This design comes from an exercise in tuning for a short achievable clock period and few clock cycles on the open sky130 flow, not from production work. In this exercise RTL edits were held to simulation tests only and were not proved equivalent to the original. Power and IR drop assume default switching activity.

==> run R: inputs <==
==> flow/design.v <==
`timescale 1ns / 1ps
module riscv_multicycle (
    input  logic        clk_i,
    input  logic        rstn_i,
    output logic [31:0] imem_addr_o,
    input  logic [31:0] imem_rdata_i,
    output logic [31:0] dmem_addr_o,
    output logic [31:0] dmem_wdata_o,
    output logic        dmem_we_o,
    input  logic [31:0] dmem_rdata_i,
    output logic        update_o,
    output logic [31:0] pc_o,
    output logic [31:0] instr_o,
    output logic [ 4:0] reg_addr_o,
    output logic [31:0] reg_data_o,
    output logic [31:0] mem_addr_o,
    output logic [31:0] mem_data_o,
    output logic        mem_wrt_o
);
    function automatic logic [5:0] clz32(input logic [31:0] x);
        logic [15:0] v2, c2;
        logic [7:0]  v4;  logic [15:0] c4;
        logic [3:0]  v8;  logic [11:0] c8;
        logic [1:0]  v16; logic [7:0]  c16;
        logic [4:0]  c32;
        for (int i = 0; i < 16; i++) begin
            v2[i] = x[2*i+1] | x[2*i];
            c2[i] = ~x[2*i+1];
        end
        for (int i = 0; i < 8; i++) begin
            v4[i] = v2[2*i+1] | v2[2*i];
            c4[2*i +: 2] = v2[2*i+1] ? {1'b0, c2[2*i+1]} : {1'b1, c2[2*i]};
        end
        for (int i = 0; i < 4; i++) begin
            v8[i] = v4[2*i+1] | v4[2*i];
            c8[3*i +: 3] = v4[2*i+1] ? {1'b0, c4[2*(2*i+1) +: 2]} : {1'b1, c4[2*(2*i) +: 2]};
        end
        for (int i = 0; i < 2; i++) begin
            v16[i] = v8[2*i+1] | v8[2*i];
            c16[4*i +: 4] = v8[2*i+1] ? {1'b0, c8[3*(2*i+1) +: 3]} : {1'b1, c8[3*(2*i) +: 3]};
        end
        c32 = v16[1] ? {1'b0, c16[7:4]} : {1'b1, c16[3:0]};
        clz32 = (v16[1] | v16[0]) ? {1'b0, c32} : 6'd32;
    endfunction
    function automatic logic [31:0] rev32(input logic [31:0] x);
        for (int i = 0; i < 32; i++) rev32[i] = x[31-i];
    endfunction
    function automatic logic [5:0] cpop32(input logic [31:0] x);
        logic [31:0] s2; logic [23:0] s4; logic [15:0] s8; logic [9:0] s16;
        for (int i = 0; i < 16; i++) s2[2*i +: 2] = {1'b0, x[2*i]} + {1'b0, x[2*i+1]};
        for (int i = 0; i < 8; i++)  s4[3*i +: 3] = {1'b0, s2[2*(2*i) +: 2]} + {1'b0, s2[2*(2*i+1) +: 2]};
        for (int i = 0; i < 4; i++)  s8[4*i +: 4] = {1'b0, s4[3*(2*i) +: 3]} + {1'b0, s4[3*(2*i+1) +: 3]};
        for (int i = 0; i < 2; i++)  s16[5*i +: 5] = {1'b0, s8[4*(2*i) +: 4]} + {1'b0, s8[4*(2*i+1) +: 4]};
        cpop32 = {1'b0, s16[4:0]} + {1'b0, s16[9:5]};
    endfunction
    logic rst_q;                          
    always_ff @(posedge clk_i) rst_q <= rstn_i;
    logic [31:0] x_pc4, x_off;            
    logic        x_jmp, x_br;
    logic [31:1][31:0] rfq;               
    logic [1023:0]     rfv;               
    logic [31:0] x_pc, x_ins;
    logic [31:0] x_a, x_b, x_sd;          
    logic        x_cin;
    logic [4:0]  x_rd;
    logic        x_wr;                    
    logic        x_tr;                    
    logic        x_st;                    
    logic        x_add, x_and, x_or, x_slt, x_clz, x_ctz, x_cpop, x_ld;
    logic        r_v;
    logic [31:0] r_pc, r_ins, r_data, r_maddr, r_mdata;
    logic [4:0]  r_rd;
    logic        r_mw;
    logic [31:0] x_sum, x_res;
    logic        x_lt;
    logic [5:0]  x_clzv, x_ctzv, x_cpopv;
    assign x_sum   = x_a + x_b + {31'b0, x_cin};
    assign x_lt    = (x_a[31] == x_b[31]) ? x_a[31] : x_sum[31];
    assign x_clzv  = clz32(x_a);
    assign x_ctzv  = clz32(rev32(x_a));
    assign x_cpopv = cpop32(x_a);
    assign x_res = ({32{x_add}}  & x_sum)
                 | ({32{x_and}}  & (x_a & x_b))
                 | ({32{x_or}}   & (x_a | x_b))
                 | ({32{x_slt}}  & {31'b0, x_lt})
                 | ({32{x_clz}}  & {26'b0, x_clzv})
                 | ({32{x_ctz}}  & {26'b0, x_ctzv})
                 | ({32{x_cpop}} & {26'b0, x_cpopv})
                 | ({32{x_ld}}   & dmem_rdata_i);
    assign dmem_addr_o  = x_sum;
    assign dmem_wdata_o = x_sd;
    assign dmem_we_o    = x_st & rst_q;
    logic [31:0] ins;
    logic [6:0]  op;
    logic [2:0]  f3;
    logic [4:0]  rs1, rs2, rd;
    logic        is_op, is_opi, is_ld, is_st, is_br, is_jal, is_lui, is_alu, is_zbb;
    logic [31:0] imm_i, imm_s, imm_b, imm_j, imm_u;
    logic [31:0] rf1, rf2, v1, v2, bsrc;
    logic        fw1, fw2, rd1, rd2, take, neg;
    logic [31:0] pc, pc4;
    assign ins = imem_rdata_i;
    assign op  = ins[6:0];
    assign f3  = ins[14:12];
    assign rs1 = ins[19:15];
    assign rs2 = ins[24:20];
    assign rd  = ins[11:7];
    assign is_op  = (op == 7'b0110011);
    assign is_opi = (op == 7'b0010011);
    assign is_ld  = (op == 7'b0000011);
    assign is_st  = (op == 7'b0100011);
    assign is_br  = (op == 7'b1100011);
    assign is_jal = (op == 7'b1101111);
    assign is_lui = (op == 7'b0110111);
    assign is_alu = is_op | is_opi;
    assign is_zbb = (f3 == 3'b001) && (ins[31:22] == 10'b0110000000) && (ins[21:20] != 2'b11);
    assign imm_i = {{20{ins[31]}}, ins[31:20]};
    assign imm_s = {{20{ins[31]}}, ins[31:25], ins[11:7]};
    assign imm_b = {{19{ins[31]}}, ins[31], ins[7], ins[30:25], ins[11:8], 1'b0};
    assign imm_j = {{11{ins[31]}}, ins[31], ins[19:12], ins[20], ins[30:21], 1'b0};
    assign imm_u = {ins[31:12], 12'b0};
    assign rfv = {rfq, 32'b0};
    assign rf1 = rfv[32*rs1 +: 32];
    assign rf2 = rfv[32*rs2 +: 32];
    assign fw1 = rst_q && x_wr && (x_rd == rs1);
    assign fw2 = rst_q && x_wr && (x_rd == rs2);
    assign rd1 = rst_q & ~fw1;
    assign rd2 = rst_q & ~fw2;
    assign v1  = ({32{fw1}} & x_res) | ({32{rd1}} & rf1);
    assign v2  = ({32{fw2}} & x_res) | ({32{rd2}} & rf2);
    assign take    = x_jmp | (x_br & (x_a == x_sd));
    assign pc      = !rst_q ? 32'h80000000 : take ? x_pc + x_off : x_pc4;
    assign pc4     = pc + 32'd4;
    assign imem_addr_o = pc;
    always_comb begin
        if (is_op)       bsrc = v2;
        else if (is_st)  bsrc = imm_s;
        else if (is_lui) bsrc = imm_u;
        else if (is_jal) bsrc = 32'b0;
        else             bsrc = imm_i;
    end
    assign neg = is_alu && ((f3 == 3'b010) || (f3 == 3'b000 && is_op && ins[30]));
    always_ff @(posedge clk_i) begin
        for (int i = 1; i < 32; i++) begin
            if (!rst_q)                      rfq[i] <= 32'b0;
            else if (x_wr && x_rd == 5'(i))  rfq[i] <= x_res;
        end
    end
    always_ff @(posedge clk_i) begin
        x_wr  <= (is_alu | is_ld | is_jal | is_lui) & (rd != 5'd0);
        x_st  <= is_st;
        x_tr  <= is_alu | is_ld | is_jal | is_lui;
        x_pc  <= pc;
        x_pc4 <= pc4;
        x_off <= is_jal ? imm_j : imm_b;
        x_jmp <= is_jal;
        x_br  <= is_br;
        x_ins <= ins;
        x_rd  <= rd;
        x_a   <= is_jal ? pc4 : v1;
        x_b   <= neg ? ~bsrc : bsrc;
        x_cin <= neg;
        x_sd  <= v2;
        x_ld  <= is_ld;
        x_and <= is_alu && f3 == 3'b111;
        x_or  <= is_alu && f3 == 3'b110;
        x_slt <= is_alu && f3 == 3'b010;
        x_clz <= is_alu && is_zbb && ins[21:20] == 2'b00;
        x_ctz <= is_alu && is_zbb && ins[21:20] == 2'b01;
        x_cpop<= is_alu && is_zbb && ins[21:20] == 2'b10;
        x_add <= !(is_ld || (is_alu && (f3 == 3'b111 || f3 == 3'b110 || f3 == 3'b010 || is_zbb)));
    end
    always_ff @(posedge clk_i) begin
        r_v     <= rst_q & rstn_i;
        r_pc    <= x_pc;
        r_ins   <= x_ins;
        r_rd    <= x_tr ? x_rd : 5'b0;
        r_data  <= x_tr ? x_res : 32'b0;
        r_mw    <= x_st;
        r_maddr <= x_st ? {2'b0, x_sum[31:2]} : 32'b0;
        r_mdata <= x_st ? x_sd : 32'b0;
    end
    assign update_o   = r_v & rstn_i;
    assign pc_o       = r_pc;
    assign instr_o    = r_ins;
    assign reg_addr_o = r_rd;
    assign reg_data_o = r_data;
    assign mem_addr_o = r_maddr;
    assign mem_data_o = r_mdata;
    assign mem_wrt_o  = r_mw;
endmodule
==> flow/run.sh <==
#!/bin/bash
# synth_recipe.tcl (not shown) runs the flow's synth.tcl, then flattens the netlist and writes it again
# the make line also repeats each setting of config.mk as NAME=value (left out here)
make -C /OpenROAD-flow-scripts/flow DESIGN_CONFIG=/design/flow/config.mk WORK_HOME=/design/flow/orfs CLKGATE_MAP_FILE= SYNTH_SCRIPT=/design/flow/synth_recipe.tcl finish
==> flow/config.mk <==
export PLATFORM = sky130hd
export DESIGN_NAME = riscv_multicycle
export DESIGN_NICKNAME = riscv_multicycle
export VERILOG_FILES = /design/flow/design.v
export SDC_FILE = /design/flow/constraint.sdc
export NUM_CORES = 4
export LEC_CHECK = 0
export CAP_MARGIN = 20
export CORE_MARGIN = 2
export CORE_UTILIZATION = 40
export SLEW_MARGIN = 20
==> flow/constraint.sdc <==
create_clock -name core_clock -period 22.0 [get_ports {clk_i}]
set_input_delay 4.4000 -clock core_clock [delete_from_list [all_inputs] [get_ports {clk_i}]]
set_output_delay 4.4000 -clock core_clock [all_outputs]
set_load 0.01 [all_outputs]
==> inputs of run P, as changes to run R <==
==> flow/flow/run.sh (new file) <==
#!/bin/bash
# Layout flow: the standard ORFS flow (standard.sh, standard synthesis unchanged) with two
# changes to how the layout is made:
#  - the port buffers that buffer_ports inserts on every input and output are buf_4 cells
#    (the default pick is a slow delay buffer), so each port still gets its own buffer;
set -euo pipefail
export BUFFER_PORTS_ARGS="-buffer_cell sky130_fd_sc_hd__buf_4"
export SETUP_SLACK_MARGIN=13
bash standard.sh > standard_flow.log 2>&1
==> flow/standard.sh (new file) <==
#!/bin/bash
# synth_recipe.tcl (not shown) runs the flow's synth.tcl, then flattens the netlist and writes it again
# the make line also repeats each setting of config.mk as NAME=value (left out here)
make -C /OpenROAD-flow-scripts/flow DESIGN_CONFIG=/design/flow/config.mk WORK_HOME=/design/flow/orfs CLKGATE_MAP_FILE= SYNTH_SCRIPT=/design/flow/synth_recipe.tcl "${@:-finish}"
removed: flow/run.sh
==> inputs of run Z, as changes to run R <==
--- a/flow/design.v
+++ b/flow/design.v
@@ -56,8 +56,8 @@
     logic rst_q;                          
     always_ff @(posedge clk_i) rst_q <= rstn_i;
-    logic [31:0] x_pc4, x_off;            
-    logic        x_jmp, x_br;
+    logic [31:0] pc_f;
     logic [31:1][31:0] rfq;               
     logic [1023:0]     rfv;               
+    logic        x_run;                   
     logic [31:0] x_pc, x_ins;
     logic [31:0] x_a, x_b, x_sd;          
@@ -90,5 +90,5 @@
     assign dmem_addr_o  = x_sum;
     assign dmem_wdata_o = x_sd;
-    assign dmem_we_o    = x_st & rst_q;
+    assign dmem_we_o    = x_st;
     logic [31:0] ins;
     logic [6:0]  op;
@@ -98,6 +98,6 @@
     logic [31:0] imm_i, imm_s, imm_b, imm_j, imm_u;
     logic [31:0] rf1, rf2, v1, v2, bsrc;
-    logic        fw1, fw2, rd1, rd2, take, neg;
-    logic [31:0] pc, pc4;
+    logic        fw1, fw2, eq, neg;
+    logic [31:0] pc4, pc_br, pc_j, pc_next;
     assign ins = imem_rdata_i;
     assign op  = ins[6:0];
@@ -123,14 +123,14 @@
     assign rf1 = rfv[32*rs1 +: 32];
     assign rf2 = rfv[32*rs2 +: 32];
-    assign fw1 = rst_q && x_wr && (x_rd == rs1);
-    assign fw2 = rst_q && x_wr && (x_rd == rs2);
-    assign rd1 = rst_q & ~fw1;
-    assign rd2 = rst_q & ~fw2;
-    assign v1  = ({32{fw1}} & x_res) | ({32{rd1}} & rf1);
-    assign v2  = ({32{fw2}} & x_res) | ({32{rd2}} & rf2);
-    assign take    = x_jmp | (x_br & (x_a == x_sd));
-    assign pc      = !rst_q ? 32'h80000000 : take ? x_pc + x_off : x_pc4;
-    assign pc4     = pc + 32'd4;
-    assign imem_addr_o = pc;
+    assign fw1 = x_wr && (x_rd == rs1);
+    assign fw2 = x_wr && (x_rd == rs2);
+    assign v1  = fw1 ? x_res : rf1;
+    assign v2  = fw2 ? x_res : rf2;
+    assign eq  = (v1 == v2);
+    assign pc4     = pc_f + 32'd4;
+    assign pc_br   = pc_f + imm_b;
+    assign pc_j    = pc_f + imm_j;
+    assign pc_next = is_jal ? pc_j : (is_br && eq) ? pc_br : pc4;
+    assign imem_addr_o = pc_f;
     always_comb begin
         if (is_op)       bsrc = v2;
@@ -142,4 +142,8 @@
     assign neg = is_alu && ((f3 == 3'b010) || (f3 == 3'b000 && is_op && ins[30]));
     always_ff @(posedge clk_i) begin
+        if (!rst_q) pc_f <= 32'h80000000;
+        else        pc_f <= pc_next;
+    end
+    always_ff @(posedge clk_i) begin
         for (int i = 1; i < 32; i++) begin
             if (!rst_q)                      rfq[i] <= 32'b0;
@@ -148,12 +152,9 @@
     end
     always_ff @(posedge clk_i) begin
-        x_wr  <= (is_alu | is_ld | is_jal | is_lui) & (rd != 5'd0);
-        x_st  <= is_st;
+        x_run <= rstn_i & rst_q;
+        x_wr  <= rstn_i & rst_q & (is_alu | is_ld | is_jal | is_lui) & (rd != 5'd0);
+        x_st  <= rstn_i & rst_q & is_st;
         x_tr  <= is_alu | is_ld | is_jal | is_lui;
-        x_pc  <= pc;
-        x_pc4 <= pc4;
-        x_off <= is_jal ? imm_j : imm_b;
-        x_jmp <= is_jal;
-        x_br  <= is_br;
+        x_pc  <= pc_f;
         x_ins <= ins;
         x_rd  <= rd;
@@ -172,5 +173,5 @@
     end
     always_ff @(posedge clk_i) begin
-        r_v     <= rst_q & rstn_i;
+        r_v     <= x_run & rstn_i;
         r_pc    <= x_pc;
         r_ins   <= x_ins;
==> inputs of run E, as changes to run R <==
--- a/flow/design.v
+++ b/flow/design.v
@@ -60,4 +60,5 @@
     logic [31:1][31:0] rfq;               
     logic [1023:0]     rfv;               
+    logic        x_run;                   
     logic [31:0] x_pc, x_ins;
     logic [31:0] x_a, x_b, x_sd;          
@@ -90,5 +91,5 @@
     assign dmem_addr_o  = x_sum;
     assign dmem_wdata_o = x_sd;
-    assign dmem_we_o    = x_st & rst_q;
+    assign dmem_we_o    = x_st;
     logic [31:0] ins;
     logic [6:0]  op;
@@ -123,6 +124,6 @@
     assign rf1 = rfv[32*rs1 +: 32];
     assign rf2 = rfv[32*rs2 +: 32];
-    assign fw1 = rst_q && x_wr && (x_rd == rs1);
-    assign fw2 = rst_q && x_wr && (x_rd == rs2);
+    assign fw1 = x_wr && (x_rd == rs1);
+    assign fw2 = x_wr && (x_rd == rs2);
     assign rd1 = rst_q & ~fw1;
     assign rd2 = rst_q & ~fw2;
@@ -148,6 +149,7 @@
     end
     always_ff @(posedge clk_i) begin
-        x_wr  <= (is_alu | is_ld | is_jal | is_lui) & (rd != 5'd0);
-        x_st  <= is_st;
+        x_run <= rstn_i;
+        x_wr  <= rstn_i & (is_alu | is_ld | is_jal | is_lui) & (rd != 5'd0);
+        x_st  <= rstn_i & is_st;
         x_tr  <= is_alu | is_ld | is_jal | is_lui;
         x_pc  <= pc;
@@ -172,5 +174,5 @@
     end
     always_ff @(posedge clk_i) begin
-        r_v     <= rst_q & rstn_i;
+        r_v     <= x_run & rstn_i;
         r_pc    <= x_pc;
         r_ins   <= x_ins;
==> results.txt <==
Run R completed with no timing, DRC or antenna violations. Run Z finished clean. Run P passed the timing, DRC and antenna checks. Run E went through all stages and came out clean.
Non-clock buffer count: run Z is higher than run E (22).
Against run R, the synthesized cell count of run Z is higher by about 8%.
Sequential share of layout area, lowest first: run Z, run E, run R, run P.
Sequential power is about the same in run P and run R.
First-iteration DRC count, lowest first: run E, run R, run P, run Z.
==> figures <==
item                                                  run E           run R           run P                run Z
Outcome                    no timing/DRC/antenna violations  no timing/DRC/antenna violations  no timing/DRC/antenna violations  no timing/DRC/antenna violations
CP max stage delay                                  0.59 ns         0.53 ns         0.13 ns              0.76 ns
DR vias                                               53500           52900           53200                58700
LEAKAGE                                             26.0 nW         25.9 nW         26.4 nW              41.4 nW
Cell count after synthesis                             6346            6357            6357                 6841
Starting density of the core                          0.403           0.403           0.403                0.403
Worst Reg2Reg Path Length in Cells                       18              18              17                   25
Clock network area share                             0.0657          0.0677          0.0680               0.0642
End of the worst register-to-register path   x_a[2]$_DFF_P_  x_b[2]$_DFF_P_  x_a[4]$_DFF_P_  pc_f[17]$_SDFF_PN0_
Simple-gate area share of the yosys netlist          0.0991          0.0998          0.0998                0.116
Critical path destination                          update_o        update_o        update_o  pc_f[17]$_SDFF_PN0_
Testbench counts of run R, summed over its fixed seeds: cycles 8,965.
Testbench counts of run P, summed over its fixed seeds: cycles 8,965.
Testbench counts of run Z, summed over its fixed seeds: cycles 8,973.
Testbench counts of run E, summed over its fixed seeds: cycles 8,965.

[what the ideal ports hide]
The flow's constraints put no driver on any port. The routed layouts listed below were extracted and timed again, unchanged, in two steps. Step 1 assumes that a clkbuf_16 drives the clock port and a buf_2 every other input. Step 2 adds t to the input delays and takes it off the output delays; t is the mean of the earliest and latest rising clock arrival at the registers after step 1. Input paths then give back, and output paths get back, about the clock's delay inside the block. a / b / c = no drivers / after step 1 / after step 2; a / b = the first two.
run | t, ns | slack for setup (ns) | clock arrival spread, ns | slew at the worst register clock pin (ns) | worst slew at a driven data input, ns
run R | 0.889 | 12.045 / 12.021 / 12.021 | 0.044 / 0.043 | 0.07 / 0.07 | 0.08
run P | 0.891 | 12.868 / 12.831 / 12.831 | 0.033 / 0.033 | 0.07 / 0.07 | 0.09
run Z | 0.901 | 9.917 / 9.956 / 9.055 | 0.030 / 0.031 | 0.07 / 0.07 | 0.09
run E | 0.880 | 11.600 / 11.569 / 11.569 | 0.039 / 0.040 | 0.07 / 0.07 | 0.10
After both steps setup and hold are still met in every run listed. The setup slack of run Z, which loses most, moves by +0.039 ns with the drivers and by -0.862 ns with both steps.
